Source: an optimization exercise on an open RTL-to-GDS flow (aim: small area). Production flows keep margins and buffers that such runs may drop. In this exercise RTL edits were held to simulation tests only and were not proved equivalent to the original. The flow treats the clock pin as an ideal source, which a real chip does not have. No activity file was given, so power comes from the tool's default toggle rates.

--- design/flow/config.mk ---
export PLATFORM = sky130hd
export DESIGN_NAME = can_node
export DESIGN_NICKNAME = can_node
export VERILOG_FILES = /design/flow/design.v
export SDC_FILE = /design/flow/constraint.sdc
export NUM_CORES = 4
export LEC_CHECK = 0
export CAP_MARGIN = 20
export CORE_MARGIN = 2
export CORE_UTILIZATION = 40
export SLEW_MARGIN = 20
--- design/flow/constraint.sdc ---
create_clock -name core_clock -period 7.0 [get_ports {clk}]
set_input_delay 1.4000 -clock core_clock [delete_from_list [all_inputs] [get_ports {clk}]]
set_output_delay 1.4000 -clock core_clock [all_outputs]
set_load 0.01 [all_outputs]
--- design/flow/design.v ---
module can_node (
    input  wire        clk,
    input  wire        rst,
    input  wire        tx_sig,
    output wire        tx_can_tx,
    output wire        tx_rst_n,
    output wire        tx_led,
    output wire [14:0] tx_crc_reg,
    output wire [3:0]  tx_dlc,
    output wire [10:0] tx_id,
    output wire [3:0]  tx_current_state,
    output wire [15:0] tx_bit_counter,
    output wire [63:0] tx_data,
    output wire        tx_send_frame,
    output wire        tx_sending_frame,
    output wire        tx_idle,
    input  wire        rx_can_rx_buf,
    output wire        rx_SOF_detected,
    output wire        rx_receiving_frame,
    output wire        rx_can_rx,
    output wire [10:0] rx_id_rx,
    output wire [3:0]  rx_dlc_rx,
    output wire [63:0] rx_crc_rx,
    output wire [63:0] rx_data_rx,
    output wire [3:0]  rx_current_state,
    output wire [31:0] rx_state_ascii,
    output wire        rx_red,
    output wire        rx_green,
    output wire        rx_blue,
    output wire        rx_debug_led,
    output wire [15:0] rx_bit_counter,
    output wire        rx_frame_valid
);
    localparam [3:0] IDLE = 0, SOF = 1, ID_STATE = 2, RTR = 3, IDE = 4, R0 = 5,
                     DLC_STATE = 6, DATA_STATE = 7, CRC_STATE = 8, DEL1 = 9,
                     ACK_STATE = 10, DEL2 = 11, EOF_STATE = 12;
    localparam [63:0] DATA_C = 64'hAABBCCDDEEFF0001;
    reg       tx_sf_q;      
    reg       tx_idv;       
    reg [3:0] tx_st;
    reg [6:0] tx_bc;
    reg       tx_sending;
    reg       tx_idle_q;
    assign tx_rst_n = tx_sf_q;
    assign tx_led = tx_sf_q;
    assign tx_send_frame = tx_sf_q;
    assign tx_data = tx_sf_q ? DATA_C : 64'd0;
    assign tx_id = {tx_idv, 9'd0, tx_idv};
    assign tx_dlc = {tx_idv, 3'd0};
    assign tx_crc_reg = 15'd0;
    assign tx_current_state = tx_st;
    assign tx_bit_counter = {9'd0, tx_bc};
    assign tx_sending_frame = tx_sending;
    assign tx_idle = tx_idle_q;
    always @(posedge clk) begin
        tx_sf_q <= ~rst & tx_sig;
        tx_idv <= ~rst & (tx_sig | tx_idv);
    end
    wire tx_s_idle = (tx_st == IDLE);
    wire tx_s_id   = (tx_st == ID_STATE);
    wire tx_s_r0   = (tx_st == R0);
    wire tx_s_dlc  = (tx_st == DLC_STATE);
    wire tx_s_data = (tx_st == DATA_STATE);
    wire tx_s_crc  = (tx_st == CRC_STATE);
    wire tx_s_eof  = (tx_st == EOF_STATE);
    wire tx_end_eof = tx_s_eof & tx_bc[2] & tx_bc[1];
    wire tx_end = (tx_s_id & tx_bc[3] & tx_bc[1] & tx_bc[0]) |
                  (tx_s_dlc & tx_bc[2]) |
                  (tx_s_data & tx_bc[6]) |
                  (tx_s_crc & (&tx_bc[3:0])) |
                  tx_end_eof;
    wire tx_wait = tx_s_id | tx_s_dlc | tx_s_data | tx_s_crc | tx_s_eof;
    wire tx_count = tx_wait | (tx_st == SOF) | tx_s_r0;
    wire tx_adv = ~tx_wait | (tx_end & (tx_sending | ~tx_s_id));
    wire tx_run = ~rst & tx_sf_q;
    wire tx_start = tx_s_idle & tx_idle_q;    
    wire tx_inc = tx_run & tx_count & ~tx_end;
    wire [6:0] tx_bc1 = tx_bc + 7'd1;
    always @(posedge clk) begin
        if (~tx_run)
            tx_st <= IDLE;
        else if (tx_adv)
            tx_st <= tx_s_eof ? IDLE : tx_st + 4'd1;
        tx_bc <= tx_inc ? tx_bc1 : {6'd0, tx_run & tx_s_dlc & tx_end};
        tx_sending <= tx_run & (tx_start | (tx_sending & ~tx_end_eof));
        tx_idle_q <= rst | (tx_sf_q ? ((tx_idle_q & ~tx_s_idle) | tx_end_eof) : tx_idle_q);
    end
    reg tx_bit;
    always @(*) begin
        case (tx_st)
            SOF:        tx_bit = ~tx_sending;
            ID_STATE:   tx_bit = (tx_bc == 7'd1) | (tx_bc == 7'd11);
            DLC_STATE:  tx_bit = (tx_bc == 7'd1);
            DATA_STATE: tx_bit = DATA_C[6'd0 - tx_bc[5:0]];
            RTR, IDE, R0, CRC_STATE, DEL1: tx_bit = 1'b0;
            default:    tx_bit = 1'b1;
        endcase
    end
    assign tx_can_tx = tx_bit;
    reg [3:0]  rx_st;
    reg [15:0] rx_bc;
    reg        rx_sof_q;
    reg        rx_fv;
    reg        rx_done;      
    reg [14:0] rx_crc_q;
    reg [10:0] rx_id_q;
    reg [3:0]  rx_dlc_q;
    reg [63:0] rx_data_q;
    assign rx_id_rx = rx_id_q;
    assign rx_dlc_rx = rx_dlc_q;
    assign rx_data_rx = rx_data_q;
    assign rx_can_rx = rx_can_rx_buf;
    assign rx_current_state = rx_st;
    assign rx_bit_counter = rx_bc;
    assign rx_SOF_detected = rx_sof_q;
    assign rx_frame_valid = rx_fv;
    assign rx_receiving_frame = rx_sof_q | rx_done;
    assign rx_crc_rx = {49'd0, rx_crc_q};
    wire rx_late = rx_st[3] | (rx_st[2] & rx_st[1] & rx_st[0]);    
    assign rx_red = rx_late;
    assign rx_blue = rx_done & ~rx_late;
    assign rx_green = (rx_st == DATA_STATE) | rx_blue;
    assign rx_debug_led = rx_done & ~rx_fv;
    assign rx_state_ascii[0] = ~((rx_st[3] & ~rx_st[0]) | (~rx_st[2] & rx_st[1]) | (rx_st[2] & ~rx_st[1]) | (rx_st[2] & ~rx_st[0]));
    assign rx_state_ascii[1] = (rx_st[3] & rx_st[1] & rx_st[0]);
    assign rx_state_ascii[2] = (~rx_st[3] & ~rx_st[2] & ~rx_st[1]);
    assign rx_state_ascii[3] = 1'b0;
    assign rx_state_ascii[4] = (rx_st[3] & rx_st[0]);
    assign rx_state_ascii[5] = ~((~rx_st[3] & ~rx_st[2] & ~rx_st[1]) | (rx_st[2] & rx_st[1] & rx_st[0]));
    assign rx_state_ascii[6] = (~rx_st[3] & ~rx_st[2] & ~rx_st[1]) | (rx_st[2] & rx_st[1] & rx_st[0]);
    assign rx_state_ascii[7] = 1'b0;
    assign rx_state_ascii[8] = ~((~rx_st[3] & ~rx_st[2]) | (rx_st[3] & rx_st[2]) | (rx_st[0]));
    assign rx_state_ascii[9] = (~rx_st[3] & ~rx_st[2] & rx_st[0]) | (rx_st[3] & ~rx_st[0]) | (rx_st[2] & rx_st[1] & ~rx_st[0]);
    assign rx_state_ascii[10] = (~rx_st[3] & ~rx_st[1] & ~rx_st[0]) | (rx_st[3] & rx_st[2]) | (rx_st[3] & rx_st[0]) | (rx_st[2] & rx_st[1] & rx_st[0]);
    assign rx_state_ascii[11] = ~((~rx_st[3] & rx_st[1]) | (rx_st[3] & ~rx_st[1] & ~rx_st[0]) | (rx_st[2]));
    assign rx_state_ascii[12] = (~rx_st[3] & rx_st[1] & rx_st[0]);
    assign rx_state_ascii[13] = (~rx_st[3] & ~rx_st[2] & rx_st[1] & ~rx_st[0]) | (~rx_st[3] & ~rx_st[1] & rx_st[0]);
    assign rx_state_ascii[14] = (rx_st[3]) | (~rx_st[2] & ~rx_st[1]) | (rx_st[2] & ~rx_st[0]) | (rx_st[1] & rx_st[0]);
    assign rx_state_ascii[15] = 1'b0;
    assign rx_state_ascii[16] = (rx_st[3] & rx_st[2]) | (rx_st[3] & rx_st[1]) | (rx_st[3] & rx_st[0]) | (rx_st[2] & rx_st[1] & rx_st[0]);
    assign rx_state_ascii[17] = (rx_st[3] & ~rx_st[0]);
    assign rx_state_ascii[18] = ~((rx_st[3] & ~rx_st[2] & ~rx_st[0]) | (rx_st[2] & rx_st[0]));
    assign rx_state_ascii[19] = ~((~rx_st[3] & ~rx_st[1]) | (~rx_st[2]) | (rx_st[0]));
    assign rx_state_ascii[20] = (~rx_st[3] & ~rx_st[2] & rx_st[0]) | (~rx_st[3] & ~rx_st[1] & rx_st[0]) | (rx_st[3] & ~rx_st[2] & ~rx_st[1] & ~rx_st[0]);
    assign rx_state_ascii[21] = (~rx_st[3] & ~rx_st[1] & rx_st[0]);
    assign rx_state_ascii[22] = (rx_st[3]) | (rx_st[1]) | (~rx_st[0]);
    assign rx_state_ascii[23] = 1'b0;
    assign rx_state_ascii[24] = ~((rx_st[2] & rx_st[1]) | (rx_st[0]));
    assign rx_state_ascii[25] = (~rx_st[3] & ~rx_st[2] & rx_st[0]) | (~rx_st[3] & ~rx_st[1] & rx_st[0]) | (rx_st[3] & ~rx_st[2] & ~rx_st[1] & ~rx_st[0]);
    assign rx_state_ascii[26] = (rx_st[3] & rx_st[2]) | (rx_st[3] & rx_st[0]) | (rx_st[2] & rx_st[1]);
    assign rx_state_ascii[27] = ~((rx_st[3]) | (rx_st[2] & rx_st[1]) | (rx_st[0]));
    assign rx_state_ascii[28] = ~((rx_st[3]) | (rx_st[2] & rx_st[1]) | (~rx_st[0]));
    assign rx_state_ascii[29] = 1'b0;
    assign rx_state_ascii[30] = 1'b1;
    assign rx_state_ascii[31] = 1'b0;
    wire rx_s_idle = (rx_st == IDLE);
    wire rx_s_id   = (rx_st == ID_STATE);
    wire rx_s_dlc  = (rx_st == DLC_STATE);
    wire rx_s_data = (rx_st == DATA_STATE);
    wire rx_s_crc  = (rx_st == CRC_STATE);
    wire rx_s_eof  = (rx_st == EOF_STATE);
    wire rx_dl_nz = rx_dlc_q[3] ? (rx_dlc_q[2:0] == 3'd0) : (rx_dlc_q[2:0] != 3'd0);
    wire [2:0] rx_dl3 = rx_dlc_q[3] ? 3'd0 : rx_dlc_q[2:0];    
    wire [5:0] rx_didx = {rx_dl3, 3'd0} - rx_bc[5:0];
    wire rx_d_wr = rx_s_data & (rx_dl_nz | (rx_bc == 16'd0));
    wire rx_end_data = rx_d_wr & (rx_didx == 6'd0);
    wire rx_end_dlc = rx_s_dlc & rx_bc[1] & rx_bc[0];
    wire rx_end_eof = rx_s_eof & rx_bc[2] & rx_bc[1];
    wire rx_end = (rx_s_id & rx_bc[3] & rx_bc[1]) | rx_end_dlc | rx_end_data |
                  (rx_s_crc & rx_bc[3] & rx_bc[2] & rx_bc[1]) | rx_end_eof;
    wire rx_wait = rx_s_id | rx_s_dlc | rx_s_data | rx_s_crc | rx_s_eof;
    wire rx_adv = (rx_s_idle & rx_sof_q) | (~rx_s_idle & ~rx_wait) | rx_end;
    wire rx_idle_cap = rx_s_idle & (rx_sof_q | rx_done) & ~rx_fv;
    wire rx_inc = ~rst & ((rx_wait & ~rx_end & (rx_can_rx_buf | ~rx_s_eof)) | rx_idle_cap);
    wire rx_hold = ~rst & ((rx_s_eof & ~rx_end & ~rx_can_rx_buf) | (rx_s_idle & ~rx_idle_cap));
    wire [15:0] rx_bc1 = rx_bc + 16'd1;
    always @(posedge clk) begin
        if (rst)
            rx_st <= IDLE;
        else if (rx_adv)
            rx_st <= rx_s_idle ? ID_STATE : rx_s_eof ? IDLE : rx_st + 4'd1;
        rx_bc <= ({16{rx_inc}} & rx_bc1) | ({16{rx_hold}} & rx_bc) |
                 {15'd0, ~rst & rx_end_dlc};
        rx_sof_q <= ~rst & ((rx_s_idle & ~rx_can_rx_buf) | (rx_sof_q & ~rx_end_eof));
        rx_fv <= ~rst & ((rx_fv & ~rx_end_eof) | rx_idle_cap);
        rx_done <= ~rst & (rx_done | rx_end_eof);
    end
    wire rx_eof_clr = rx_s_eof & rx_bc[2] & ~rx_bc[1] & ~rx_bc[0];
    wire rx_clr = rst | rx_eof_clr;
    wire rx_x_rst = rx_can_rx_buf & ~rst;
    wire rx_x_clr = rx_can_rx_buf & ~rx_clr;
    genvar g;
    wire [3:0] rx_bc_hi, rx_bc_lo;        
    generate
        for (g = 0; g < 4; g = g + 1) begin : g_pre
            assign rx_bc_hi[g] = (rx_bc[3:2] == g);
            assign rx_bc_lo[g] = (rx_bc[1:0] == g);
        end
    endgenerate
    wire [3:0] rx_id_hi = {4{rx_clr}} | ({4{rx_s_id}} & rx_bc_hi);
    wire [3:0] rx_id_lo = {4{rx_clr}} | rx_bc_lo;
    wire [3:0] rx_crc_hi = {4{rst}} | ({4{rx_s_crc}} & rx_bc_hi);
    wire [3:0] rx_crc_lo = {4{rst}} | rx_bc_lo;
    wire [10:0] rx_id_en;
    assign rx_id_en[10] = rx_clr | rx_idle_cap;
    generate
        for (g = 0; g < 10; g = g + 1) begin : g_id
            assign rx_id_en[g] = rx_id_hi[(10 - g) / 4] & rx_id_lo[(10 - g) % 4];
        end
    endgenerate
    wire [3:0] rx_dlc_en;
    generate
        for (g = 0; g < 4; g = g + 1) begin : g_dlc
            assign rx_dlc_en[g] = rx_clr | (rx_s_dlc & rx_bc_lo[3 - g]);
        end
    endgenerate
    wire [7:0] rx_d_hi, rx_d_lo;
    generate
        for (g = 0; g < 8; g = g + 1) begin : g_dpre
            assign rx_d_hi[g] = rst | (rx_d_wr & (rx_didx[5:3] == g));
            assign rx_d_lo[g] = rst | (rx_didx[2:0] == g);
        end
    endgenerate
    wire [63:0] rx_d_en;
    generate
        for (g = 0; g < 64; g = g + 1) begin : g_den
            assign rx_d_en[g] = rx_d_hi[g / 8] & rx_d_lo[g % 8];
        end
    endgenerate
    wire [14:0] rx_crc_en;
    generate
        for (g = 0; g < 15; g = g + 1) begin : g_crc
            assign rx_crc_en[g] = rx_crc_hi[g / 4] & rx_crc_lo[g % 4];
        end
    endgenerate
    integer i;
    always @(posedge clk) begin
        for (i = 0; i < 11; i = i + 1)
            if (rx_id_en[i]) rx_id_q[i] <= rx_x_clr;
        for (i = 0; i < 4; i = i + 1)
            if (rx_dlc_en[i]) rx_dlc_q[i] <= rx_x_clr;
        for (i = 0; i < 64; i = i + 1)
            if (rx_d_en[i]) rx_data_q[i] <= rx_x_rst;
        for (i = 0; i < 15; i = i + 1)
            if (rx_crc_en[i]) rx_crc_q[i] <= rx_x_rst;
    end
endmodule
--- design/flow/flow/run.sh ---
#!/bin/bash
# Layout flow: the standard ORFS flow (standard.sh) with
#  * the standard synthesis's combinational logic re-mapped by ABC for area
#    (registers untouched: same instances, names and cell types),
#  * buf_1 port buffers,
#  * a clock tree of clkbuf_8 without dummy loads,
#  * the constant outputs buffered from a few shared tie cells.
# Logs: flow_make_synth.log / flow_make.log (make), flow_reabc.log (Yosys),
# and each ORFS step's own log under orfs/logs/.
set -euo pipefail
here=$(pwd)
res=$here/orfs/results/$FLOW_PLATFORM/can_node/base

bash standard.sh synth > flow_make_synth.log 2>&1

cp $res/1_2_yosys.v $here/flow_synth_standard.v
REABC_LIB=$FLOW_HOME/platforms/$FLOW_PLATFORM/lib/sky130_fd_sc_hd__tt_025C_1v80.lib \
REABC_IN=$here/flow_synth_standard.v \
REABC_OUT=$here/flow_synth_reabc.v \
REABC_SCRIPT=$here/flow/reabc.abc \
REABC_STAT=$here/flow_reabc_stat.txt \
  yosys -c $here/flow/reabc.tcl > flow_reabc.log 2>&1
cp $here/flow_synth_reabc.v $res/1_2_yosys.v
rm -f $res/1_synth.odb

export BUFFER_PORTS_ARGS="-buffer_cell sky130_fd_sc_hd__buf_1"
export CTS_ARGS="-sink_clustering_enable -repair_clock_nets -buf_list sky130_fd_sc_hd__clkbuf_8 -dont_use_dummy_load"
export POST_GLOBAL_PLACE_TCL=$here/flow/ties.tcl
bash standard.sh > flow_make.log 2>&1
--- design/flow/flow/reabc.abc ---
strash
dch
map -a
topo
--- design/flow/flow/reabc.tcl ---
# Re-map the standard synthesis's combinational logic for area.  The
# registers (and tie cells) are kept exactly as the standard synthesis made
# them: same instances, names and cell types.  Reads REABC_IN, writes
# REABC_OUT; REABC_LIB is the liberty file, REABC_SCRIPT the ABC script.
yosys -import
set lib $::env(REABC_LIB)
read_liberty -ignore_miss_func $lib
# sequential cells and tie cells stay black boxes
set fh [open $lib]
set cells {}
foreach {all c} [regexp -all -inline {cell \("(\w+)"\)} [read $fh]] { lappend cells $c }
close $fh
foreach m $cells {
  if {[regexp {__(df|edf|sdf|dl|sdl|conb)} $m]} { catch { setattr -mod -set blackbox 1 $m } }
}
read_verilog $::env(REABC_IN)
hierarchy -top $::env(FLOW_TOP)
setattr -set keep 1 t:sky130_fd_sc_hd__df* t:sky130_fd_sc_hd__edf* t:sky130_fd_sc_hd__conb*
flatten
hierarchy -top $::env(FLOW_TOP)
opt_clean -purge
set dont_use {}
foreach m $cells {
  if {[regexp {lpflow|probe} $m]} { lappend dont_use -dont_use $m }
}
abc -liberty $lib {*}$dont_use -script $::env(REABC_SCRIPT)
opt_clean -purge
splitnets
opt_clean -purge
insbuf -buf sky130_fd_sc_hd__buf_4 A X
hilomap -singleton -hicell sky130_fd_sc_hd__conb_1 HI -locell sky130_fd_sc_hd__conb_1 LO
tee -o $::env(REABC_STAT) stat -liberty $lib
check
write_verilog -noattr -nohex -nodec $::env(REABC_OUT)
--- design/flow/flow/ties.tcl ---
# POST_GLOBAL_PLACE hook: the constant outputs.  The standard flow gives each
# constant output port its own tie cell and no buffer.  Here each such port
# gets a buf_1 port buffer instead (in the tie cell's place), and the buffers
# of up to TIE_GROUP neighbouring ports share one tie cell.
set tie_group 16
set block [ord::get_db_block]
set db [ord::get_db]
set buf_master [$db findMaster sky130_fd_sc_hd__buf_1]
set tie_master [$db findMaster sky130_fd_sc_hd__conb_1]
set die [$block getDieArea]
set W [expr {[$die xMax] - [$die xMin]}]
set H [expr {[$die yMax] - [$die yMin]}]

# constant output ports: port net driven by a conb_1 pin that drives nothing else
set consts {}
foreach bterm [$block getBTerms] {
  if {[$bterm getIoType] ne "OUTPUT"} continue
  set net [$bterm getNet]
  if {$net eq "NULL" || [$net getSigType] ne "SIGNAL"} continue
  set its [$net getITerms]
  if {[llength $its] != 1 || [llength [$net getBTerms]] != 1} continue
  set it [lindex $its 0]
  set inst [$it getInst]
  if {[[$inst getMaster] getName] ne "sky130_fd_sc_hd__conb_1"} continue
  set bb [$bterm getBBox]
  set x [expr {([$bb xMin] + [$bb xMax]) / 2}]
  set y [expr {([$bb yMin] + [$bb yMax]) / 2}]
  # position along the die's edge, counter-clockwise from the lower left
  if {$y <= [$die yMin] + 1000} {
    set t $x
  } elseif {$x >= [$die xMax] - 1000} {
    set t [expr {$W + $y}]
  } elseif {$y >= [$die yMax] - 1000} {
    set t [expr {$W + $H + ($W - $x)}]
  } else {
    set t [expr {2 * $W + $H + ($H - $y)}]
  }
  lappend consts [list $t [[$it getMTerm] getName] $bterm $net $inst]
}
puts "ties.tcl: [llength $consts] constant output ports"

set n_tie 0
set n_buf 0
foreach value {LO HI} {
  set ports {}
  foreach c [lsort -integer -index 0 $consts] {
    if {[lindex $c 1] eq $value} { lappend ports $c }
  }
  set ngroups [expr {([llength $ports] + $tie_group - 1) / $tie_group}]
  for {set g 0} {$g < $ngroups} {incr g} {
    # spread the ports evenly over the groups
    set lo [expr {$g * [llength $ports] / $ngroups}]
    set hi [expr {($g + 1) * [llength $ports] / $ngroups - 1}]
    set tnet [odb::dbNet_create $block "tie_${value}_net_$g"]
    set tie [odb::dbInst_create $block $tie_master "tie_${value}_$g"]
    [$tie findITerm $value] connect $tnet
    set sx 0
    set sy 0
    set k 0
    foreach c [lrange $ports $lo $hi] {
      lassign $c t v bterm net old
      lassign [$old getLocation] ox oy
      [$old findITerm $value] disconnect
      odb::dbInst_destroy $old
      set b [odb::dbInst_create $block $buf_master "tiebuf_${value}_${g}_$k"]
      [$b findITerm A] connect $tnet
      [$b findITerm X] connect $net
      $b setLocation $ox $oy
      $b setPlacementStatus PLACED
      set sx [expr {$sx + $ox}]
      set sy [expr {$sy + $oy}]
      incr k
      incr n_buf
    }
    $tie setLocation [expr {$sx / $k}] [expr {$sy / $k}]
    $tie setPlacementStatus PLACED
    incr n_tie
  }
}
puts "ties.tcl: $n_buf port buffers on $n_tie shared tie cells"
--- design/flow/standard.sh ---
#!/bin/bash
# synth_recipe.tcl (not shown) runs the flow's synth.tcl, then flattens the netlist and writes it again
# the make line also repeats each setting of config.mk as NAME=value (left out here)
make -C /OpenROAD-flow-scripts/flow DESIGN_CONFIG=/design/flow/config.mk WORK_HOME=/design/flow/orfs CLKGATE_MAP_FILE= SYNTH_SCRIPT=/design/flow/synth_recipe.tcl "${@:-finish}"
==> summary.txt, run 1 <==
* Status: complete, no violations
* Post-route ant nets at 0
* Placeable Area at 17400 um2
* Critical Path RT at 5.60 ns
* DR pass1 iterations at 5
* Setup violators final at 0
* Die Span X at 138 um
* Maxcap violations at 0
* Lkg Pwr at 0.00250 uW
* Num CTS Buffers at 17
* Pins Over Slew Limit at 0
* Mapped Cells at 800
* Setup bufs post-CTS at 0
* DRT iter0 DRCs at 281
* Worst Setup End Kind: primary output
* FMAX at 258 MHz
* FF-to-FF setup slack at 3.41 ns
* Max Clock Skew at 0.0441 ns
* Synth Warn # at 1
* Htree depth at 4
* Startpoint Class: register
* Vias per std cell at 4.69
* Total grt overflow at 0
* Hold Fails Final Rpt at 0
* Layout cells sized above 1 at 0.0231
* Clock Latency Late Sink at 0.45 ns
* Setup tns final at 0 ns
* Crit path top cell by count: nor2_1
* Initial antenna violation count at 0
* Post-Syn Area at 7130 um2
* Reg clk slew, reported paths at 0.07 ns
* Mean routed wirelength per cell at 14.6 um
* Row count at 48
* Final Worst Setup Slack at 3.12 ns
* Worst slew margin at 0.348
* Minimum clock period at 3.88 ns
* CP Cell Sequence: nor2_1 -> clkinv_1 -> nor3_1 -> clkinv_1 -> nor2_1 -> nor2_1 -> o21ai_0 -> a21oi_1 -> o311ai_0 -> o2111ai_1 -> buf_1
* Sinks on Clock Net at 132
* Final net count at 960
* DP HPWL at 13100 um
* N_diodes at 0
* Worst path arrival time at 2.48 ns
* Worst path top cell family by delay: compound AO/OA/AOI/OAI gates
* CTS tree: done
* Unrepaired setup endpoints after global routing: no
* Crit Path Class: reg2out
* Worst path slowest cell: o311ai_0
* CTS-repair resized insts at 0
* Longest Clk Path Bufs at 2
* Largest net degree at the start of global routing at 80
* Pwr dens at 275 nW/um2
* Worst Hold Class: reg2reg
* Starting Density at 0.411
* Die ar. at 18900 um2
* First-pass GRT wire length at 24900 um
* Worst VDD drop at 94.3 uV
* Top Ports at 327
* Cts hold-fix bufs at 0
* Crit-path max FO at 5
* Die Y at 138 um
* Slowest stage delay, CP at 0.35 ns
* Gr usage total at 0.174
* Via count at 5524
* Cell count after placement at 1162
* Final period util at 0.555
* Avg Synthesized Cell Area at 8.91 um2
* CP Buf/Inv Count at 3
* Measured slew at the worst slew-check pin at 0.973 ns
* Worst slack, placed at 3.44 ns
* DRC Markers at 0
* Post-Layout Cell Count at 1179
* Total Wirelength at 17200 um
* P&R area growth vs syn at 4.25%
* # port buffers at 205
* Root Driver: clkbuf_8
* Vias in the first global route at 4676
-- state kept, by name (all words and copies together), names as in the netlist --
register	count
tx_sf_q	1
tx_st	4
rx_crc_q	15
rx_fv	1
rx_data_q	64
rx_dlc_q	4
tx_bc	7
rx_done	1
tx_sending	1
tx_idv	1
rx_sof_q	1
rx_st	4
rx_id_q	11
rx_bc	16
tx_idle_q	1
-- path summary, 6_finish.rpt --
path,endpoint,startpoint,cells past startpoint
min reg2reg,rx_done$_DFF_P_,rx_done$_DFF_P_,2
max,tx_can_tx,tx_bc[0]$_DFF_P_,11
max reg2reg,rx_bc[4]$_DFF_P_,rx_bc[1]$_DFF_P_,17
min,rx_done$_DFF_P_,rx_done$_DFF_P_,2
-- power breakdown --
group | internal, uW | switching, uW
sequential | 918 | 48.0
combinational | 166 | 456
clock | 213 | 245
-- layout make-up --
class | count | area, um2
tap | 225 | 282
sequential | 132 | 3580
multi-input combinational | 393 | 1780
timing repair buffer | 207 | 786
fill | 1829 | 9920
inverter | 84 | 315
clock buffer | 17 | 234
buffer | 121 | 454
-- worst reg2reg max path, delay by kind of cell (launching register included) --
kind / cells / cell delay [ns]
compound gates: 3 / 0.53
buf+inv: 6 / 0.99
flops: 1 / 0.38
simple gates: 8 / 1.61
-- through the flow --
stage	total power, uW	cell area, um2	utilization	hold slack (ns)
3_3_place_gp	1580	7170	0.413	0.456
4_1_cts	2070	7430	0.428	0.483
2_1_floorplan	1450	7580	-	0.448
5_1_grt	2170	7430	0.428	0.504
6_report	2050	7430	0.428	0.477
3_5_place_dp	1610	7200	0.415	0.467
-- cell usage in the layout, fill, tap and decap left out, drive strengths merged, types with 6 or more instances in the layout --
master and instances:
buf 327, nor2 186, edfxtp 94, clkinv 84, nand2 44, o21ai 41, dfxtp 38, a21oi 36
nor3 19, clkbuf 18, nand3 14, conb 9, a31oi 6
-- metal layers --
metal / track usage / vias to the layer above / routed length, um
met1: 0.226 / 2526 / 7370
met3: 0.0533 / 14 / 1520
li1: - / 2754 / -
met2: 0.281 / 230 / 8100
met5: 0 / - / 0
met4: 0.0447 / 0 / 159
==> run 2, diff against run 1 <==
--- a/design/flow/design.v
+++ b/design/flow/design.v
@@ -39,8 +39,7 @@
     reg       tx_idv;       
     reg [3:0] tx_st;
     reg [6:0] tx_bc;
-    reg       tx_sending;
-    reg       tx_idle_q;
+    reg       tx_stuck;
     assign tx_rst_n = tx_sf_q;
     assign tx_led = tx_sf_q;
     assign tx_send_frame = tx_sf_q;
@@ -50,13 +49,13 @@
     assign tx_crc_reg = 15'd0;
     assign tx_current_state = tx_st;
     assign tx_bit_counter = {9'd0, tx_bc};
-    assign tx_sending_frame = tx_sending;
-    assign tx_idle = tx_idle_q;
+    wire tx_s_idle = (tx_st == IDLE);
+    assign tx_sending_frame = ~tx_s_idle & ~tx_stuck;
+    assign tx_idle = tx_s_idle & ~tx_stuck;
     always @(posedge clk) begin
         tx_sf_q <= ~rst & tx_sig;
         tx_idv <= ~rst & (tx_sig | tx_idv);
     end
-    wire tx_s_idle = (tx_st == IDLE);
     wire tx_s_id   = (tx_st == ID_STATE);
     wire tx_s_r0   = (tx_st == R0);
     wire tx_s_dlc  = (tx_st == DLC_STATE);
@@ -71,9 +70,8 @@
                   tx_end_eof;
     wire tx_wait = tx_s_id | tx_s_dlc | tx_s_data | tx_s_crc | tx_s_eof;
     wire tx_count = tx_wait | (tx_st == SOF) | tx_s_r0;
-    wire tx_adv = ~tx_wait | (tx_end & (tx_sending | ~tx_s_id));
+    wire tx_adv = ~tx_wait | (tx_end & (~tx_stuck | ~tx_s_id));
     wire tx_run = ~rst & tx_sf_q;
-    wire tx_start = tx_s_idle & tx_idle_q;    
     wire tx_inc = tx_run & tx_count & ~tx_end;
     wire [6:0] tx_bc1 = tx_bc + 7'd1;
     always @(posedge clk) begin
@@ -82,13 +80,12 @@
         else if (tx_adv)
             tx_st <= tx_s_eof ? IDLE : tx_st + 4'd1;
         tx_bc <= tx_inc ? tx_bc1 : {6'd0, tx_run & tx_s_dlc & tx_end};
-        tx_sending <= tx_run & (tx_start | (tx_sending & ~tx_end_eof));
-        tx_idle_q <= rst | (tx_sf_q ? ((tx_idle_q & ~tx_s_idle) | tx_end_eof) : tx_idle_q);
+        tx_stuck <= ~rst & (tx_stuck | (~tx_sf_q & ~tx_s_idle));
     end
     reg tx_bit;
     always @(*) begin
         case (tx_st)
-            SOF:        tx_bit = ~tx_sending;
+            SOF:        tx_bit = tx_stuck;
             ID_STATE:   tx_bit = (tx_bc == 7'd1) | (tx_bc == 7'd11);
             DLC_STATE:  tx_bit = (tx_bc == 7'd1);
             DATA_STATE: tx_bit = DATA_C[6'd0 - tx_bc[5:0]];
@@ -100,7 +97,6 @@
     reg [3:0]  rx_st;
     reg [15:0] rx_bc;
     reg        rx_sof_q;
-    reg        rx_fv;
     reg        rx_done;      
     reg [14:0] rx_crc_q;
     reg [10:0] rx_id_q;
@@ -113,6 +109,7 @@
     assign rx_current_state = rx_st;
     assign rx_bit_counter = rx_bc;
     assign rx_SOF_detected = rx_sof_q;
+    wire rx_fv = (rx_st != IDLE) | rx_bc[0];
     assign rx_frame_valid = rx_fv;
     assign rx_receiving_frame = rx_sof_q | rx_done;
     assign rx_crc_rx = {49'd0, rx_crc_q};
@@ -179,10 +176,9 @@
             rx_st <= IDLE;
         else if (rx_adv)
             rx_st <= rx_s_idle ? ID_STATE : rx_s_eof ? IDLE : rx_st + 4'd1;
-        rx_bc <= ({16{rx_inc}} & rx_bc1) | ({16{rx_hold}} & rx_bc) |
+        rx_bc <= ({16{rx_inc}} & rx_bc1) | {13'd0, {3{rx_hold}} & rx_bc[2:0]} |
                  {15'd0, ~rst & rx_end_dlc};
         rx_sof_q <= ~rst & ((rx_s_idle & ~rx_can_rx_buf) | (rx_sof_q & ~rx_end_eof));
-        rx_fv <= ~rst & ((rx_fv & ~rx_end_eof) | rx_idle_cap);
         rx_done <= ~rst & (rx_done | rx_end_eof);
     end
     wire rx_eof_clr = rx_s_eof & rx_bc[2] & ~rx_bc[1] & ~rx_bc[0];
--- a/design/flow/flow/run.sh
+++ b/design/flow/flow/run.sh
@@ -24,6 +24,6 @@
 rm -f $res/1_synth.odb
 
 export BUFFER_PORTS_ARGS="-buffer_cell sky130_fd_sc_hd__buf_1"
-export CTS_ARGS="-sink_clustering_enable -repair_clock_nets -buf_list sky130_fd_sc_hd__clkbuf_8 -dont_use_dummy_load"
+export CTS_ARGS="-sink_clustering_enable -repair_clock_nets -buf_list sky130_fd_sc_hd__${MY_CTS_BUF:-clkbuf_8} -dont_use_dummy_load"
 export POST_GLOBAL_PLACE_TCL=$here/flow/ties.tcl
 bash standard.sh > flow_make.log 2>&1
==> design/flow/flow/reabc.abc (replaced) <==
strash
balance
rewrite
refactor
balance
rewrite
rewrite -z
balance
refactor -z
rewrite -z
balance
strash
balance
rewrite
refactor
balance
rewrite
rewrite -z
balance
refactor -z
rewrite -z
balance
dch -f
map -a
==> summary.txt, run 2 <==
* Status: complete, no violations
* DRC Markers at 0
* Die ar. at 18600 um2
* Root Driver: clkbuf_8
* P&R area growth vs syn at 4.31%
* Maxcap violations at 0
* Final net count at 935
* Unrepaired setup endpoints after global routing: no
* Pins Over Slew Limit at 0
* Placeable Area at 17200 um2
* Mean routed wirelength per cell at 14.8 um
* Worst VDD drop at 107 uV
* Measured slew at the worst slew-check pin at 0.953 ns
* # port buffers at 205
* Most common cell after layout, fill and taps aside: buf_1
* Gr usage total at 0.179
* Initial antenna violation count at 0
* Startpoint Class: register
* Minimum clock period at 3.82 ns
* Largest register FFs at 64
* Vias per std cell at 4.74
* Die Y at 136 um
* Mapped Cells at 775
* Pwr dens at 277 nW/um2
* Longest Clk Path Bufs at 2
* Setup tns final at 0 ns
* Starting Density at 0.408
* Layout cells sized above 1 at 0.0248
* Final period util at 0.546
* Reg clk slew, reported paths at 0.05 ns
* DR pass1 iterations at 5
* Worst Setup End Kind: primary output
* Lkg Pwr at 0.00249 uW
* Worst slew margin at 0.364
* Top Ports at 327
* Total grt overflow at 0
* Fill count at 1843
* Cts hold-fix bufs at 0
* FF+latch area at 3540 um2
* Vias in the first global route at 4596
* Avg Synthesized Cell Area at 9.03 um2
* Setup bufs post-CTS at 0
* Via count at 5465
* CTS-repair resized insts at 0
* Crit Path Class: reg2out
* Row count at 48
* Clock Latency Late Sink at 0.43 ns
* Crit-path max FO at 10
* N_diodes at 0
* Post-Syn Area at 7000 um2
* Largest net degree at the start of global routing at 80
* CTS tree: done
* FMAX at 261 MHz
* DRT iter0 DRCs at 466
* Die Span X at 136 um
* Critical Path RT at 5.60 ns
* Area occupied by multi-input gates at 1710 um2
* Registers with the most flip-flops: rx_data_q: 64 flops, rx_bc: 16 flops, rx_crc_q: 15 flops
* Htree depth at 4
* DP HPWL at 12900 um
* First-pass GRT wire length at 25000 um
* Sinks on Clock Net at 130
* Design Power at 2020 uW
* Worst path arrival time at 2.42 ns
* Most flop-heavy register: rx_data_q
* Synth Warn # at 1
* Setup violators final at 0
* Worst Hold Class: reg2reg
* Hold Fails Final Rpt at 0
* Total Wirelength at 17100 um
* Commonest non-fill, non-tap cells in the layout: buf_1, nor2_1, edfxtp_1
* Num CTS Buffers at 17
* Max Clock Skew at 0.0297 ns
* Post-route ant nets at 0
## run 2: worst paths after layout
| path | from | end | slack, ns | depth (start not counted) |
|---|---|---|---|---|
| worst max register to register | rx_bc[0]$_DFF_P_ | rx_bc[15]$_DFF_P_ | 3.66 | 22 |
| worst max-delay path | rx_st[0]$_SDFFE_PP0P_ | rx_debug_led | 3.18 | 8 |
| worst min-delay path | rx_bc[15]$_DFF_P_ | rx_bc[15]$_DFF_P_ | 0.50 | 1 |
| worst min register to register | rx_bc[15]$_DFF_P_ | rx_bc[15]$_DFF_P_ | 0.50 | 1 |
## run 2: critical path, cell delays in order, from the launching register on
cell and delay, ns:
dfxtp_1 0.40, nor2_1 0.35, clkinv_1 0.22, nor2_1 0.36
clkinv_1 0.16, nor2_1 0.13, clkinv_1 0.12, nor2_1 0.11
buf_1 0.16
## run 2: where the power goes
part | internal (uW) | switching, uW
sequential | 906 | 50.0
clock | 213 | 244
combinational | 162 | 449
## run 2: area by class of cell
class,count,share of cell area
buffer,121,0.0622
clock buffer,17,0.0320
inverter,78,0.0401
multi-input combinational,376,0.234
sequential,130,0.485
tap,225,0.0386
timing repair buffer,207,0.107
## run 2: stage by stage
step                      std cells  hold WS [ns]  setup WS [ns]  area [um2]   util
after floorplan                 894         0.443           3.09        7450      -
after global placement         1128         0.481           3.61        7030  0.410
after detailed placement       1137         0.488           3.55        7070  0.411
after CTS                      1154         0.503           3.21        7300  0.425
after global routing           1154         0.512           2.91        7300  0.425
final                          1154         0.504           3.18        7300  0.425
## run 2: layer usage
layer | wire, um | part of all wire | track usage
met1 | 7260 | 0.43 | 0.230
met2 | 8160 | 0.48 | 0.295
met3 | 1310 | 0.077 | 0.0373
met4 | 331 | 0.019 | 0.0671
met5 | 0 | 0 | 0
==> run 3, diff against run 2 <==
==> design/flow/flow/run.sh (replaced) <==
#!/bin/bash
# Layout flow: the standard ORFS flow (standard.sh) with
#  * the standard synthesis's combinational logic re-mapped by ABC for area
#    (registers untouched: same instances, names and cell types); the
#    re-mapped netlist is used only if Yosys proves it equivalent to the
#    standard one,
#  * buf_1 port buffers,
#  * a clock tree of clkbuf_4 (about 8 flip-flops each), no dummy loads,
#  * the constant outputs buffered from a few shared tie cells.
# Logs: flow_make_synth.log / flow_make.log (make), flow_reabc.log and
# flow_eqcheck.log (Yosys), and each ORFS step's own log under orfs/logs/.
set -euo pipefail
here=$(pwd)
res=$here/orfs/results/$FLOW_PLATFORM/can_node/base
lib=$FLOW_HOME/platforms/$FLOW_PLATFORM/lib/sky130_fd_sc_hd__tt_025C_1v80.lib

bash standard.sh synth > flow_make_synth.log 2>&1

cp $res/1_2_yosys.v $here/flow_synth_standard.v
if REABC_LIB=$lib \
   REABC_IN=$here/flow_synth_standard.v \
   REABC_OUT=$here/flow_synth_reabc.v \
   REABC_SCRIPT=$here/flow/reabc.abc \
   REABC_STAT=$here/flow_reabc_stat.txt \
     timeout 900 yosys -c $here/flow/reabc.tcl > flow_reabc.log 2>&1; then
  sed -e "s#@LIB@#$lib#" -e "s#@A@#$here/flow_synth_standard.v#" \
      -e "s#@B@#$here/flow_synth_reabc.v#" -e "s#@TOP@#$FLOW_TOP#" \
      $here/flow/eqcheck.ys.in > $here/flow_eqcheck.ys
  if timeout 900 yosys $here/flow_eqcheck.ys > flow_eqcheck.log 2>&1; then
    echo "re-mapped netlist proven equivalent: using it" >> flow_eqcheck.log
    cp $here/flow_synth_reabc.v $res/1_2_yosys.v
    rm -f $res/1_synth.odb
  else
    echo "equivalence not proven: keeping the standard netlist" >> flow_eqcheck.log
  fi
fi

export BUFFER_PORTS_ARGS="-buffer_cell sky130_fd_sc_hd__buf_1"
export CTS_ARGS="-sink_clustering_enable -repair_clock_nets -buf_list sky130_fd_sc_hd__${MY_CTS_BUF:-clkbuf_4} -dont_use_dummy_load"
export PRE_CTS_TCL=$here/flow/cts_pre.tcl
export POST_CTS_TCL=$here/flow/cts_post.tcl
export POST_GLOBAL_PLACE_TCL=$here/flow/ties.tcl
bash standard.sh > flow_make.log 2>&1
==> design/flow/flow/cts_post.tcl (new file) <==
# POST_CTS hook: lift the fanout limit again before the constraints are saved
set_max_fanout 10000 [current_design]
==> design/flow/flow/cts_pre.tcl (new file) <==
# PRE_CTS hook: a fanout limit makes the clock tree's H-tree use more,
# smaller leaf clusters (about 8 flip-flops per clkbuf_4)
set_max_fanout 12 [current_design]
==> design/flow/flow/eqcheck.ys.in (new file) <==
read_liberty -ignore_miss_func @LIB@
read_verilog @A@
rename @TOP@ gold
read_verilog @B@
rename @TOP@ gate
proc
flatten gold gate
opt_clean
equiv_make gold gate equiv
hierarchy -top equiv
equiv_simple -seq 2
equiv_induct -seq 2
equiv_status -assert
==> design/flow/flow/reabc.abc (replaced) <==
&get -n
&st
&deepsyn -T 60
&put
dch -f
amap
--- a/design/flow/config.mk
+++ b/design/flow/config.mk
@@ -7,5 +7,5 @@
 export LEC_CHECK = 0
 export CAP_MARGIN = 20
 export CORE_MARGIN = 2
-export CORE_UTILIZATION = 40
+export CORE_UTILIZATION = 65
 export SLEW_MARGIN = 20
==> summary.txt, run 3 <==
* Status: complete, no violations
* Seq pwr share at 0.577
* Max Clock Skew at 0.0199 ns
* Total Wirelength at 16000 um
* Worst path arrival time at 2.55 ns
* Area occupied by multi-input gates at 1570 um2
* Mapped Cells at 714
* Worst Hold Class: reg2reg
* Crit Path Class: reg2out
* FF+latch area at 3540 um2
* Fill count at 866
* DR pass1 iterations at 7
* Pint at 1070 uW
* Die Y at 106 um
* Starting Density at 0.663
* Gr usage total at 0.271
* Post-route ant nets at 0
* Vias in the first global route at 4186
* Worst slew margin at 0.279
* Setup violators final at 0
* Pwr dens at 227 nW/um2
* Unrepaired setup endpoints after global routing: no
* Avg Synthesized Cell Area at 9.50 um2
* Vias per std cell at 5.20
* Registers with the most flip-flops: rx_data_q: 64 flops, rx_bc: 16 flops, rx_crc_q: 15 flops
* Mean routed wirelength per cell at 15.9 um
* Comb power frac at 0.213
* Design area at 6890 um2
* Maxcap violations at 0
* Die Span X at 106 um
* Sinks on Clock Net at 130
* Placeable Area at 10200 um2
* Commonest non-fill, non-tap cells in the layout: buf_1, nor2_1, edfxtp_1
* CTS tree: done
* Design Power at 1570 uW
* Total grt overflow at 0
* Clock Latency Late Sink at 0.49 ns
* Via count at 5234
* Reg clk slew, reported paths at 0.10 ns
* Clock Power Share at 0.210
* FMAX at 253 MHz
* Net switching power figure at 491 uW
* Setup tns final at 0 ns
* Pins Over Slew Limit at 0
* Final period util at 0.565
* Worst VDD drop at 108 uV
* Largest net degree at the start of global routing at 80
* Measured slew at the worst slew-check pin at 1.08 ns
* Crit-path max FO at 8
* Critical Path RT at 5.60 ns
* DRT iter0 DRCs at 494
* Top Ports at 327
* Post-Syn Area at 6780 um2
* Final Worst Setup Slack at 3.05 ns
* Worst Setup End Kind: primary output
* Most common cell after layout, fill and taps aside: buf_1
* Row count at 37
* Most flop-heavy register: rx_data_q
* Initial antenna violation count at 0
* # port buffers at 205
* Worst slack, placed at 3.15 ns
* First-pass GRT wire length at 23200 um
* P&R area growth vs syn at 1.53%
* Lkg Pwr at 0.00231 uW
* DRC Markers at 0
* N_diodes at 0
* Die ar. at 11300 um2
* Minimum clock period at 3.95 ns
* Layout cells sized above 1 at 0.0276
* Synth Warn # at 1
* Placed cell areas at 6760 um2
* DP HPWL at 12200 um
* Largest register FFs at 64
* Startpoint Class: register
* Final net count at 876
* Hold Fails Final Rpt at 0
* Switching fraction of total power at 0.313
run 3: cell type report, without the clock buffers:
type	instances	share of cell area
inverter	58	0.0316
buffer	121	0.0660
timing repair buffer	209	0.116
sequential	130	0.515
multi-input combinational	335	0.228
tap	136	0.0247
run 3: path summary, 6_finish.rpt:
kind	from	to	slack, ns	cells after the start
setup / recovery	rx_st[2]$_SDFFE_PP0P_	rx_state_ascii[10]	3.05	9
hold / removal	rx_bc[9]$_DFF_P_	rx_bc[9]$_DFF_P_	0.49	2
setup reg to reg	rx_bc[0]$_DFF_P_	rx_bc[1]$_DFF_P_	3.07	18
hold reg to reg	rx_bc[9]$_DFF_P_	rx_bc[9]$_DFF_P_	0.49	2
run 3: worst max-delay path, stage by stage, from the launching register on:
cell	delay [ns]
dfxtp_1	0.51
clkinv_1	0.22
nor2_1	0.36
nand2_1	0.20
clkinv_1	0.14
nor2_1	0.07
clkinv_1	0.10
nor2_1	0.04
a21oi_1	0.23
buf_1	0.19
run 3: power by group through the flow:
stage	clock network (uW)	logic (uW)	registers, uW
floorplan	0	257	931
global placement	0	306	919
detailed placement	0	329	921
global route	365	366	908
finish	328	334	903
run 3: routing by layer:
layer | wire length [um] | vias to the layer above | track usage
met3 | 1390 | 21 | 0.0497
met5 | 0 | - | 0
met4 | 245 | 0 | 0.0724
li1 | - | 2507 | -
met2 | 7460 | 287 | 0.413
met1 | 6890 | 2419 | 0.402
run 3: per-stage QoR:
| stage | std cells | hold slack [ns] | utilization |
|---|---|---|---|
| global placement | 980 | 0.468 | 0.657 |
| global route | 1006 | 0.515 | 0.673 |
| floorplan | 833 | 0.448 | - |
| finish | 1006 | 0.488 | 0.673 |
| detailed placement | 989 | 0.470 | 0.661 |
==> run 4, diff against run 3 <==
--- a/design/flow/design.v
+++ b/design/flow/design.v
@@ -57,11 +57,11 @@
         tx_idv <= ~rst & (tx_sig | tx_idv);
     end
     wire tx_s_id   = (tx_st == ID_STATE);
-    wire tx_s_r0   = (tx_st == R0);
-    wire tx_s_dlc  = (tx_st == DLC_STATE);
-    wire tx_s_data = (tx_st == DATA_STATE);
+    wire tx_s_r0   = tx_st[2] & ~tx_st[1] & tx_st[0];
+    wire tx_s_dlc  = tx_st[2] & tx_st[1] & ~tx_st[0];
+    wire tx_s_data = tx_st[2] & tx_st[1] & tx_st[0];
     wire tx_s_crc  = (tx_st == CRC_STATE);
-    wire tx_s_eof  = (tx_st == EOF_STATE);
+    wire tx_s_eof  = tx_st[3] & tx_st[2];
     wire tx_end_eof = tx_s_eof & tx_bc[2] & tx_bc[1];
     wire tx_end = (tx_s_id & tx_bc[3] & tx_bc[1] & tx_bc[0]) |
                   (tx_s_dlc & tx_bc[2]) |
@@ -109,16 +109,16 @@
     assign rx_current_state = rx_st;
     assign rx_bit_counter = rx_bc;
     assign rx_SOF_detected = rx_sof_q;
-    wire rx_fv = (rx_st != IDLE) | rx_bc[0];
+    wire rx_fv = rx_st[3] | rx_st[2] | rx_st[1] | rx_bc[0];
     assign rx_frame_valid = rx_fv;
     assign rx_receiving_frame = rx_sof_q | rx_done;
     assign rx_crc_rx = {49'd0, rx_crc_q};
     wire rx_late = rx_st[3] | (rx_st[2] & rx_st[1] & rx_st[0]);    
     assign rx_red = rx_late;
     assign rx_blue = rx_done & ~rx_late;
-    assign rx_green = (rx_st == DATA_STATE) | rx_blue;
+    assign rx_green = (rx_st[2] & rx_st[1] & rx_st[0]) | rx_blue;
     assign rx_debug_led = rx_done & ~rx_fv;
-    assign rx_state_ascii[0] = ~((rx_st[3] & ~rx_st[0]) | (~rx_st[2] & rx_st[1]) | (rx_st[2] & ~rx_st[1]) | (rx_st[2] & ~rx_st[0]));
+    assign rx_state_ascii[0] = (~rx_st[3] & ~rx_st[2] & ~rx_st[1]) | (~rx_st[3] & rx_st[2] & rx_st[1] & rx_st[0]) | (rx_st[3] & ~rx_st[1] & rx_st[0]);
     assign rx_state_ascii[1] = (rx_st[3] & rx_st[1] & rx_st[0]);
     assign rx_state_ascii[2] = (~rx_st[3] & ~rx_st[2] & ~rx_st[1]);
     assign rx_state_ascii[3] = 1'b0;
@@ -129,10 +129,10 @@
     assign rx_state_ascii[8] = ~((~rx_st[3] & ~rx_st[2]) | (rx_st[3] & rx_st[2]) | (rx_st[0]));
     assign rx_state_ascii[9] = (~rx_st[3] & ~rx_st[2] & rx_st[0]) | (rx_st[3] & ~rx_st[0]) | (rx_st[2] & rx_st[1] & ~rx_st[0]);
     assign rx_state_ascii[10] = (~rx_st[3] & ~rx_st[1] & ~rx_st[0]) | (rx_st[3] & rx_st[2]) | (rx_st[3] & rx_st[0]) | (rx_st[2] & rx_st[1] & rx_st[0]);
-    assign rx_state_ascii[11] = ~((~rx_st[3] & rx_st[1]) | (rx_st[3] & ~rx_st[1] & ~rx_st[0]) | (rx_st[2]));
+    assign rx_state_ascii[11] = (~rx_st[3] & ~rx_st[2] & ~rx_st[1] & ~rx_st[0]) | (rx_st[3] & rx_st[1]) | (rx_st[3] & rx_st[0]);
     assign rx_state_ascii[12] = (~rx_st[3] & rx_st[1] & rx_st[0]);
     assign rx_state_ascii[13] = (~rx_st[3] & ~rx_st[2] & rx_st[1] & ~rx_st[0]) | (~rx_st[3] & ~rx_st[1] & rx_st[0]);
-    assign rx_state_ascii[14] = (rx_st[3]) | (~rx_st[2] & ~rx_st[1]) | (rx_st[2] & ~rx_st[0]) | (rx_st[1] & rx_st[0]);
+    assign rx_state_ascii[14] = (rx_st[3]) | (rx_st[2] & rx_st[1]) | (~rx_st[1] & ~rx_st[0]) | (rx_st[1] & rx_st[0]);
     assign rx_state_ascii[15] = 1'b0;
     assign rx_state_ascii[16] = (rx_st[3] & rx_st[2]) | (rx_st[3] & rx_st[1]) | (rx_st[3] & rx_st[0]) | (rx_st[2] & rx_st[1] & rx_st[0]);
     assign rx_state_ascii[17] = (rx_st[3] & ~rx_st[0]);
@@ -150,12 +150,12 @@
     assign rx_state_ascii[29] = 1'b0;
     assign rx_state_ascii[30] = 1'b1;
     assign rx_state_ascii[31] = 1'b0;
-    wire rx_s_idle = (rx_st == IDLE);
+    wire rx_s_idle = ~rx_st[3] & ~rx_st[2] & ~rx_st[1];
     wire rx_s_id   = (rx_st == ID_STATE);
-    wire rx_s_dlc  = (rx_st == DLC_STATE);
-    wire rx_s_data = (rx_st == DATA_STATE);
+    wire rx_s_dlc  = rx_st[2] & rx_st[1] & ~rx_st[0];
+    wire rx_s_data = rx_st[2] & rx_st[1] & rx_st[0];
     wire rx_s_crc  = (rx_st == CRC_STATE);
-    wire rx_s_eof  = (rx_st == EOF_STATE);
+    wire rx_s_eof  = rx_st[3] & rx_st[2];
     wire rx_dl_nz = rx_dlc_q[3] ? (rx_dlc_q[2:0] == 3'd0) : (rx_dlc_q[2:0] != 3'd0);
     wire [2:0] rx_dl3 = rx_dlc_q[3] ? 3'd0 : rx_dlc_q[2:0];    
     wire [5:0] rx_didx = {rx_dl3, 3'd0} - rx_bc[5:0];
==> design/flow/flow/run.sh (replaced) <==
#!/bin/bash
# Layout flow: the standard ORFS flow (standard.sh) with
#  * the standard synthesis's combinational logic re-mapped by ABC for area
#    (registers untouched: same instances, names and cell types): four ABC
#    runs with different seeds, and the smallest result that Yosys proves
#    equivalent to the standard netlist is used (else the standard netlist),
#  * buf_1 port buffers,
#  * a clock tree of clkbuf_4 (about 8 flip-flops each), no dummy loads,
#  * the constant outputs buffered from a few shared tie cells.
# Logs: flow_make_synth.log / flow_make.log (make), flow_reabc_N.log and
# flow_eqcheck_N.log (Yosys), and each ORFS step's own log under orfs/logs/.
set -euo pipefail
here=$(pwd)
res=$here/orfs/results/$FLOW_PLATFORM/can_node/base
lib=$FLOW_HOME/platforms/$FLOW_PLATFORM/lib/sky130_fd_sc_hd__tt_025C_1v80.lib

bash standard.sh synth > flow_make_synth.log 2>&1
cp $res/1_2_yosys.v $here/flow_synth_standard.v

for n in 1 2 3 4; do
  ( REABC_LIB=$lib \
    REABC_IN=$here/flow_synth_standard.v \
    REABC_OUT=$here/flow_synth_reabc_$n.v \
    REABC_SCRIPT=$here/flow/reabc_$n.abc \
    REABC_STAT=$here/flow_reabc_stat_$n.txt \
      timeout 900 yosys -c $here/flow/reabc.tcl > flow_reabc_$n.log 2>&1 || true ) &
done
wait

# candidates, smallest first
cands=$(for n in 1 2 3 4; do
  a=$(grep -s "Chip area" $here/flow_reabc_stat_$n.txt | awk '{print $NF}')
  [[ -n "$a" && -s $here/flow_synth_reabc_$n.v ]] && echo "$a $n"
done | sort -g | awk '{print $2}')
echo "candidates (smallest first): $cands" > flow_reabc_choice.log
for n in $cands; do
  sed -e "s#@LIB@#$lib#" -e "s#@A@#$here/flow_synth_standard.v#" \
      -e "s#@B@#$here/flow_synth_reabc_$n.v#" -e "s#@TOP@#$FLOW_TOP#" \
      $here/flow/eqcheck.ys.in > $here/flow_eqcheck_$n.ys
  if timeout 900 yosys $here/flow_eqcheck_$n.ys > flow_eqcheck_$n.log 2>&1; then
    echo "using re-mapped netlist $n (proven equivalent)" >> flow_reabc_choice.log
    cp $here/flow_synth_reabc_$n.v $res/1_2_yosys.v
    rm -f $res/1_synth.odb
    break
  fi
  echo "netlist $n: equivalence not proven" >> flow_reabc_choice.log
done

export BUFFER_PORTS_ARGS="-buffer_cell sky130_fd_sc_hd__buf_1"
export CTS_ARGS="-sink_clustering_enable -repair_clock_nets -buf_list sky130_fd_sc_hd__${MY_CTS_BUF:-clkbuf_4} -dont_use_dummy_load"
export PRE_CTS_TCL=$here/flow/cts_pre.tcl
export POST_CTS_TCL=$here/flow/cts_post.tcl
export POST_GLOBAL_PLACE_TCL=$here/flow/ties.tcl
bash standard.sh > flow_make.log 2>&1
==> design/flow/flow/cts_post.tcl (replaced) <==
# POST_CTS hook: lift the fanout limit again before the constraints are
# saved, and give the clock buffers whose loads see the slowest clock edges
# (placement estimate above 95 ps) a stronger clkbuf_8.
set_max_fanout 10000 [current_design]
set_propagated_clock [all_clocks]
estimate_parasitics -placement
set upsized 0
foreach inst [get_cells *] {
  if {[get_property $inst ref_name] ne "sky130_fd_sc_hd__clkbuf_4"} continue
  set worst 0
  foreach opin [get_pins -of_objects $inst -filter "direction == output"] {
    foreach p [get_pins -of_objects [get_nets -of_objects $opin] -filter "direction == input"] {
      foreach e {rise fall} {
        set s [get_property $p slew_max_$e]
        if {$s > $worst} { set worst $s }
      }
    }
  }
  if {$worst > 0.095} {
    replace_cell $inst sky130_fd_sc_hd__clkbuf_8
    incr upsized
  }
}
puts "cts_post.tcl: $upsized clock buffers upsized to clkbuf_8"
if {$upsized} {
  detailed_placement
  estimate_parasitics -placement
}
==> design/flow/flow/reabc_1.abc (new file) <==
&get -n
&st
&deepsyn -T 60 -S 1
&put
dch -f
amap
==> design/flow/flow/reabc_2.abc (new file) <==
&get -n
&st
&deepsyn -T 60 -S 2
&put
dch -f
amap
==> design/flow/flow/reabc_3.abc (new file) <==
&get -n
&st
&deepsyn -T 60 -S 3
&put
dch -f
amap
==> design/flow/flow/reabc_4.abc (new file) <==
&get -n
&st
&deepsyn -T 60 -S 4
&put
dch -f
amap
removed: design/flow/flow/reabc.abc
==> summary.txt, run 4 <==
* Worst path slowest cell: or2_0
* Post-Syn Area at 6780 um2
* Setup violators final at 0
* Worst Hold Class: reg2reg
* Vias per std cell at 5.11
* GRT busiest layer: met2
* N_diodes at 0
* Die Y at 106 um
* Commonest non-fill, non-tap cells in the layout: buf_1, nor2_1, edfxtp_1
* Die Span X at 106 um
* Pwr dens at 266 nW/um2
* Row count at 37
* Largest register FFs at 64
* Measured slew at the worst slew-check pin at 0.983 ns
* Total grt overflow at 0
* DRT iter0 DRCs at 310
* Setup tns final at 0 ns
* Minimum clock period at 4.03 ns
* Reg clk slew, reported paths at 0.06 ns
* Final net count at 877
* Top Ports at 327
* P&R area growth vs syn at 2.01%
* Worst path arrival time at 4.30 ns
* Placeable Area at 10200 um2
* R2r endpoint: rx_bc[1]$_DFF_P_
* Met1 Use GR at 0.342
* Unrepaired setup endpoints after global routing: no
* Registers with the most flip-flops: rx_data_q: 64 flops, rx_bc: 16 flops, rx_crc_q: 15 flops
* Met3 GRT Util at 0.0619
* DP HPWL at 11100 um
* Critical path origin: rx_bc[0]$_DFF_P_
* Global routing usage on met2 at 0.403
* Initial antenna violation count at 0
* First-pass GRT wire length at 21900 um
* Fill count at 892
* Maxcap violations at 0
* Pins Over Slew Limit at 0
* FF-to-FF setup slack at 2.97 ns
* Mean routed wirelength per cell at 14.8 um
* Crit-path max FO at 16
* Post-route ant nets at 0
* Starting Density at 0.662
* Crit Path Class: reg2reg
* Worst Setup End Kind: register
* CTS tree: done
* Die ar. at 11300 um2
* CP Cell Sequence: clkinv_1 -> nand2_1 -> nor2_1 -> clkinv_1 -> nor2_1 -> clkinv_1 -> or4_1 -> nor4_1 -> o21ai_0 -> nor2_1 -> nand3_1 -> o311a_1 -> a31oi_1 -> or2_0 -> nor2_1 -> o21a_1
* Critical R2R Launch: rx_bc[0]$_DFF_P_
* # port buffers at 205
* Startpoint Class: register
* Critical Path RT at 7.27 ns
* Most common cell after layout, fill and taps aside: buf_1
* Mapped Cells at 715
* CP Capture Point: rx_bc[1]$_DFF_P_
* R2R depth at 16
* FMAX at 248 MHz
* Status: complete, no violations
* Gr usage total at 0.255
* Placed cell areas at 6760 um2
* Vias in the first global route at 4126
* Total Wirelength at 14900 um
* Hold WS at 0.483 ns
* Clock Latency Late Sink at 0.40 ns
* Worst slew margin at 0.342
* Worst VDD drop at 107 uV
* Crit path top cell by count: nor2_1
* Most flop-heavy register: rx_data_q
* Layout cells sized above 1 at 0.0264
* Final period util at 0.576
* Design area at 6910 um2
* Hold Fails Final Rpt at 0
* Slowest stage delay, CP at 0.72 ns
* Synth Warn # at 1
* Via count at 5142
* Lkg Pwr at 0.00236 uW
* DRC Markers at 0
* Avg Synthesized Cell Area at 9.48 um2
* Largest net degree at the start of global routing at 80
* Sinks on Clock Net at 130
* Max Clock Skew at 0.0328 ns
* DR pass1 iterations at 5
## run 4: critical path: cells and delay by family, from the launching register on
family / cells / cell delay, ns
buffers and inverters: 3 / 0.38
DFF: 1 / 0.35
and+or+nand+nor: 9 / 2.41
AOI/OAI and AO/OA: 4 / 0.78
## run 4: per-stage QoR
stage / power (uW) / utilization / cells / setup WS, ns
floorplan: 1370 / - / 834 / 3.11
global placement: 1450 / 0.656 / 981 / 3.35
detailed placement: 1480 / 0.660 / 990 / 3.06
global route: 1940 / 0.676 / 1007 / 2.52
finish: 1840 / 0.676 / 1007 / 2.97
## run 4: how the worst min path moves through the flow
stage	from	end	slack [ns]	depth (start not counted)
after floorplan	rx_done$_DFF_P_	rx_done$_DFF_P_	0.45	2
after global placement	rx_bc[10]$_DFF_P_	rx_bc[10]$_DFF_P_	0.47	2
after detailed placement	rx_bc[10]$_DFF_P_	rx_bc[10]$_DFF_P_	0.47	2
after global routing	rx_bc[10]$_DFF_P_	rx_bc[10]$_DFF_P_	0.51	2
final	rx_bc[12]$_DFF_P_	rx_bc[12]$_DFF_P_	0.48	2
## run 4: power breakdown
part	switching, uW	internal (uW)	leakage [uW]
registers	52.0	901	0.00119
logic	371	146	0.00108
clock network	229	143	0.0000912
total	652	1190	0.00236
## run 4: layout make-up, without the clock buffers
class | instances | area, um2 | share of cell area
flip-flops and latches | 130 | 3540 | 0.512
repair buffers | 209 | 800 | 0.116
well taps | 136 | 170 | 0.0246
multi-input cells | 344 | 1600 | 0.231
inverters | 50 | 188 | 0.0271
plain buffers | 121 | 454 | 0.0657
## run 4: per-layer routing
layer  up-vias  part of all wire  routed length (um)
li1       2501                 -                   -
met1      2337              0.40                6010
met2       279              0.48                7160
met3        25             0.092                1370
met4         0             0.022                 331
met5         -                 0                   0

==> separate check: timing with driven ports <==
The flow's constraints put no driver on any port. The routed layouts listed below were extracted and timed again, unchanged, in two steps.
Step 1 sets driving cells, clkbuf_16 on the clock port and buf_2 on the other inputs (assumed; they add their load-dependent delay and slew).
Step 2, shift: input delay + t, output delay - t, t = (earliest + latest rising clock arrival at the registers) / 2. This alone moves slack from input paths to output paths.
Three values: no drivers, after step 1, after step 2; two values: the first two.
run	shift t [ns]	setup slack, ns	worst hold slack (ns)	slew at the worst register clock pin (ns)	worst slew at a driven data input, ns
run 1	0.459	3.118 / 3.082 / 3.409	0.477 / 0.477 / 0.477	0.10 / 0.10	0.07
run 2	0.456	3.175 / 3.139 / 3.513	0.504 / 0.504 / 0.504	0.08 / 0.08	0.03
run 3	0.509	3.045 / 3.015 / 3.067	0.488 / 0.488 / 0.488	0.10 / 0.10	0.05
run 4	0.419	2.967 / 2.967 / 2.967	0.483 / 0.483 / 0.483	0.10 / 0.10	0.03
After both steps every run listed still meets setup and hold.
